What follows belongs to an exercise in optimizing a design on an open flow for small area, a short achievable clock period and few clock cycles per item; a production flow would make more cautious choices.
The RTL was checked by simulation tests, not by an equivalence proof against the original design.
No activity file was given, so power comes from the tool's default toggle rates.

===== flow/config.mk =====
export PLATFORM = sky130hd
export DESIGN_NAME = multiply_32
export DESIGN_NICKNAME = multiply_32
export VERILOG_FILES = /design/flow/design.v
export SDC_FILE = /design/flow/constraint.sdc
export NUM_CORES = 4
export LEC_CHECK = 0
export CAP_MARGIN = 20
export CORE_MARGIN = 2
export CORE_UTILIZATION = 40
export SLEW_MARGIN = 20

===== flow/constraint.sdc =====
create_clock -name core_clock -period 14.0 [get_ports {clk}]
set_input_delay 2.8000 -clock core_clock [delete_from_list [all_inputs] [get_ports {clk}]]
set_output_delay 2.8000 -clock core_clock [all_outputs]
set_load 0.01 [all_outputs]

===== flow/design.v =====
module full_adder(x, y, cin, s, cout);
	input x,y,cin;
	output s,cout;
   assign s = (x^y) ^ cin;
   assign cout = (y&cin)| (x&y) | (x&cin);
endmodule  
module add_sub #(parameter N=32) (opA, opB, cin, sum, cout, ovfl);
	input [N-1:0] opA, opB;
	input cin;
	output [N-1:0] sum;
	output cout, ovfl;
	wire [N-1:0] carry;
	wire overflow;
	genvar i;
	generate
	    for(i=0;i<N;i=i+1)
	    begin : loop_adder
		    if(i==0) begin
			    full_adder f(opA[i], opB[i], cin, sum[i], carry[i]);
		    end
		    else begin
			    full_adder f(opA[i], opB[i], carry[i-1], sum[i], carry[i]);
		    end
	    end
	endgenerate
	assign ovfl = carry[N-2] ^ carry[N-1];
	assign cout = carry[N-1];
endmodule
module multiply_32 #(parameter N=32) (clk, reset, enable, multiplier, multiplicand, ready, product_upper, product_lower); 
   input clk;
   input reset;  
   input enable;
   input [N-1:0] multiplier;  
   input [N-1:0] multiplicand;  
   output reg [N-1:0] product_upper;  
   output reg [N-1:0] product_lower;  
   output reg ready;  
   integer cycle_counter;
   reg [N-1:0] multiplicand_reg;
   reg [N*2:0] product_reg;  
   wire [N-1:0] adder_out;  
   wire adder_cout;  
   wire ovfl;
   add_sub add_sub0(product_reg[63:32], multiplicand_reg, 1'b0, adder_out, adder_cout, ovfl);
   always @(posedge clk)
   begin
      if(reset)  
      begin
         cycle_counter <= 0;
         multiplicand_reg <= {N{1'b0}};
         product_reg <= {65{1'b0}};  
         ready <= 0;
         product_upper <= {N{1'b0}};
         product_lower <= {N{1'b0}};
      end
      else if (enable)  
      begin
          if (cycle_counter == 0) begin
              ready <= 0;
              product_reg <= {{(N+1){1'b0}}, multiplier};  
              multiplicand_reg <= multiplicand;
              cycle_counter <= cycle_counter + 1;
          end
          else
          begin
             if (product_reg[0] == 1)
             begin
                 product_reg <= {adder_cout, adder_out, product_reg[N-1:1]};
             end
             else
             begin
                 product_reg <= product_reg >> 1;
             end
             cycle_counter <= cycle_counter + 1;
             if (cycle_counter == 33)  
             begin
                 product_upper <= product_reg[63:N];
                 product_lower <= product_reg[N-1:0];
                 ready <= 1;
                 cycle_counter <= 0;
             end
          end
      end
   end
endmodule  

===== flow/run.sh =====
#!/bin/bash
# synth_recipe.tcl (not shown) runs the flow's synth.tcl, then flattens the netlist and writes it again
# the make line also repeats each setting of config.mk as NAME=value (left out here)
make -C /OpenROAD-flow-scripts/flow DESIGN_CONFIG=/design/flow/config.mk WORK_HOME=/design/flow/orfs CLKGATE_MAP_FILE= SYNTH_SCRIPT=/design/flow/synth_recipe.tcl finish

==> impl_metrics.toml <==
[power]
p_leak_nw = 3.797
totalPowerFinal_mw = 1.149
power_density_nw_per_um2 = 112.5
irDropWorstVdd_uv = 76.04

[yosys]
post_synthesis_cell_count = 881
ys_warn_count = 1
synth_area_um2 = 8224
ys_async_sr_fraction = 0
yosys.area.top_type = "sky130_fd_sc_hd__dfxtp_1"
synth-edff-count = 0
number_of_nets_produced_by_synthesis = 983
post_synthesis_register_bit_count = 193
synth_most_common_cell = "sky130_fd_sc_hd__nand2_1"
ys_top_cells_by_area = "sky130_fd_sc_hd__dfxtp_1, sky130_fd_sc_hd__nand2_1, sky130_fd_sc_hd__fa_1"
yosys_most_used_dff = "sky130_fd_sc_hd__dfxtp_1"
count_of_distinct_cell_types_in_the_synthesized_netlist = 42
syn_avg_cell_area_um2 = 9.335
netlist_top_cells_count = "sky130_fd_sc_hd__nand2_1, sky130_fd_sc_hd__dfxtp_1, sky130_fd_sc_hd__a21oi_1"
synth_sequential_area_ratio = 0.4698
synthDominantCellAreaShare = 0.4698

[die]
floorplan.die.width_um = 147.4
die-height_um = 147.4
floorplan.initialDensity = 0.4064
i_o_pin_total = 132
num_rows = 52
core_um2 = 20230
floorplan.die_area_um2 = 21720

[routing]
vias_per_cell = 5.052
remaining_drc_errors = 0
antenna_violating_nets_post_route = 0
violation_count_after_the_first_detailed_routing_iteration = 294
drt_first_pass_iters = 4
detail_route.wl_per_cell_um = 14.82
drt-total-wl_um = 18720
number_of_vias_in_the_routed_layout = 6381

[layout]
final_layout_size_suffix_gt1_frac = 0.08459
largest_register_ff_count = 64
area_delta_synth_final_pct = 24.16
insertedDiodeCount = 0
layoutNonFillerInstCount = 1263
fin_nets = 1082
n_fill_cell = 1926
multiInputGateArea_um2 = 4016
seq_area_um2 = 3865

[placed_design]
finalWeightedCongestion = 0.7743
io_buffer_count = 131
post-place-ws_ns = 0.6344
half_perimeter_wire_length_after_placement_um = 11990
dp_cells = 1231

[clock_network]
clock_path_buffers = 2
postCtsSetupBuffers = 0
cts_tree = "done"
cts_root_buffer = "sky130_fd_sc_hd__clkbuf_16"
worst_skew_pair.late_latency_ns = 0.43
ctsHoldBuffers = 0
cts_num_sinks = 193
htree_num_levels = 4
post_cts_resize_count = 0
clk_pin_slew_ns = 0.07
cts_inserted_buffers = 17

[sta]
min_period_over_period = 0.9566
finalHoldViolations = 0
worst-slew-pin-transition_ns = 1.005
max_freq_ghz = 0.07467
grt_setup_unrepaired = "no"
final.setup.worst_slack_ns = 0.6070
setup_viol = 0
totalNegativeSetupSlack_ns = 0
slew_headroom = 0.3297
finalClockSkew_ns = 0.01153
final_period_demand_of_the_worst_path_ns = 13.39
finalMaxSlewViolations = 0

[worst_setup_path]
critPathRequiredTime_ns = 14.27
critPathMaxStageDelay_ns = 0.42
end_kind = "flop"
timing.critical_path.arrival_ns = 13.67
critical_path_class = "reg2reg"
critPathLaunchType = "flop"
cpMostUsedCell = "sky130_fd_sc_hd__fa_1"
crit_fanout = 4
critical_path.slowest_cell = "sky130_fd_sc_hd__fa_1"

[grt]
groute.usage.overall = 0.1764
maximum_number_of_pins_on_one_net_before_global_route_repair = 73
grt_antenna_before_repair = 1
grt_pass1_vias = 6223
first_pass_grt_wire_length_um = 31180
grt-ovfl-total = 0

[hold_path]
hold_path_class = "reg2reg"

[flow_run]
maxCapViolations = 0

[status]
outcome = "no timing/DRC/antenna violations"
-- final timing paths --
| kind | startpoint | endpoint | slack, ns | depth (start not counted) |
|---|---|---|---|---|
| max | product_reg[32] | product_reg[62] | 0.61 | 35 |
| min | product_lower[25] | product_lower[25] | 0.45 | 2 |
| max reg2reg | product_reg[32] | product_reg[62] | 0.61 | 35 |
| min reg2reg | product_lower[25] | product_lower[25] | 0.45 | 2 |
-- cell type report --
cell class / instances / area share
repair buffers: 141 / 0.1355
flip-flops and latches: 193 / 0.3785
clock buffers: 21 / 0.04607
multi-input cells: 624 / 0.3933
inverters: 3 / 0.001103
well taps: 270 / 0.03308
clock inverters: 11 / 0.01238
-- per-stage QoR --
step                      area [um2]  utilization  hold slack [ns]
final                          10210       0.5046           0.4479
after detailed placement        9614       0.4751           0.4437
after global placement          9614       0.4751           0.4385
after CTS                      10210       0.5046           0.4533
after global routing           10210       0.5046           0.4658
after floorplan                 8224            -           0.4356
-- layout by cell type, fill, tap and decap left out, drive strengths merged, types with 5 or more instances in the layout --
cell type	Yosys	routed
a21oi	98	98
a221o	31	31
a22oi	31	31
and2	31	31
and3	7	7
and4	7	7
buf	29	11
clkbuf	32	21
clkdlybuf4s50	0	130
clkinv	0	5
dfxtp	193	193
fa	31	31
inv	3	6
mux2	31	31
nand2	201	201
nand3	10	10
nand4	15	15
nor2	72	72
xnor2	5	5
xor2	24	24
-- layer usage --
layer,global-route usage,wire length [um]
met2,0.2820,8620
met3,0.03920,772
met4,0.03894,125
met5,0,11
met1,0.2462,9189
-- power by group --
group | internal [mW] | total [mW] | switching [mW]
clock network | 0.279 | 0.490 | 0.211
registers | 0.565 | 0.580 | 0.0158
logic | 0.0387 | 0.0787 | 0.0400
total | 0.883 | 1.15 | 0.266
-- cells by family after synthesis --
group | count (synthesis) | synth area share
AND/OR/NAND/NOR | 361 | 0.1987
flip-flops | 193 | 0.4698
AO/OA/AOI/OAI | 166 | 0.1322
buffers and inverters | 64 | 0.04199
adder cells (fa/ha/maj) | 35 | 0.08155
multiplexers | 33 | 0.04488
XOR/XNOR | 29 | 0.03088
-- critical path, delay by kind of cell, from the launching register on --
| family | cells | cell delay, ns |
|---|---|---|
| flip-flops | 1 | 0.34 |
| adder cells (fa/ha/maj) | 32 | 12.38 |
| AO/OA/AOI/OAI | 1 | 0.14 |
| multiplexers | 1 | 0.27 |
| AND/OR/NAND/NOR | 1 | 0.07 |
Testbench counts, summed over its fixed seeds: cycles 81,600, items 2,400.

[static timing again, ports no longer ideal]
The flow's constraints put no driver on any port. The routed layout listed below was extracted and timed again, unchanged, in two steps.
Step 1 sets driving cells, clkbuf_16 on the clock port and buf_2 on the other inputs (assumed; they add their load-dependent delay and slew).
Step 2 moves the port delays by t, midway between the first and last clock arrival at a register: inputs arrive t later, outputs are due t later. That takes back most of the time a late clock gives input paths.
Three values: ideal ports, drivers, drivers and shift; two values: the first two.
t (ns): 0.465
setup slack, ns: 0.607 / 0.607 / 0.607
worst slew at a driven data input, ns: 0.08
After both steps setup and hold are still met in this run. The setup slack of this run moves by 0.000 ns with the drivers and by 0.000 ns with both steps.
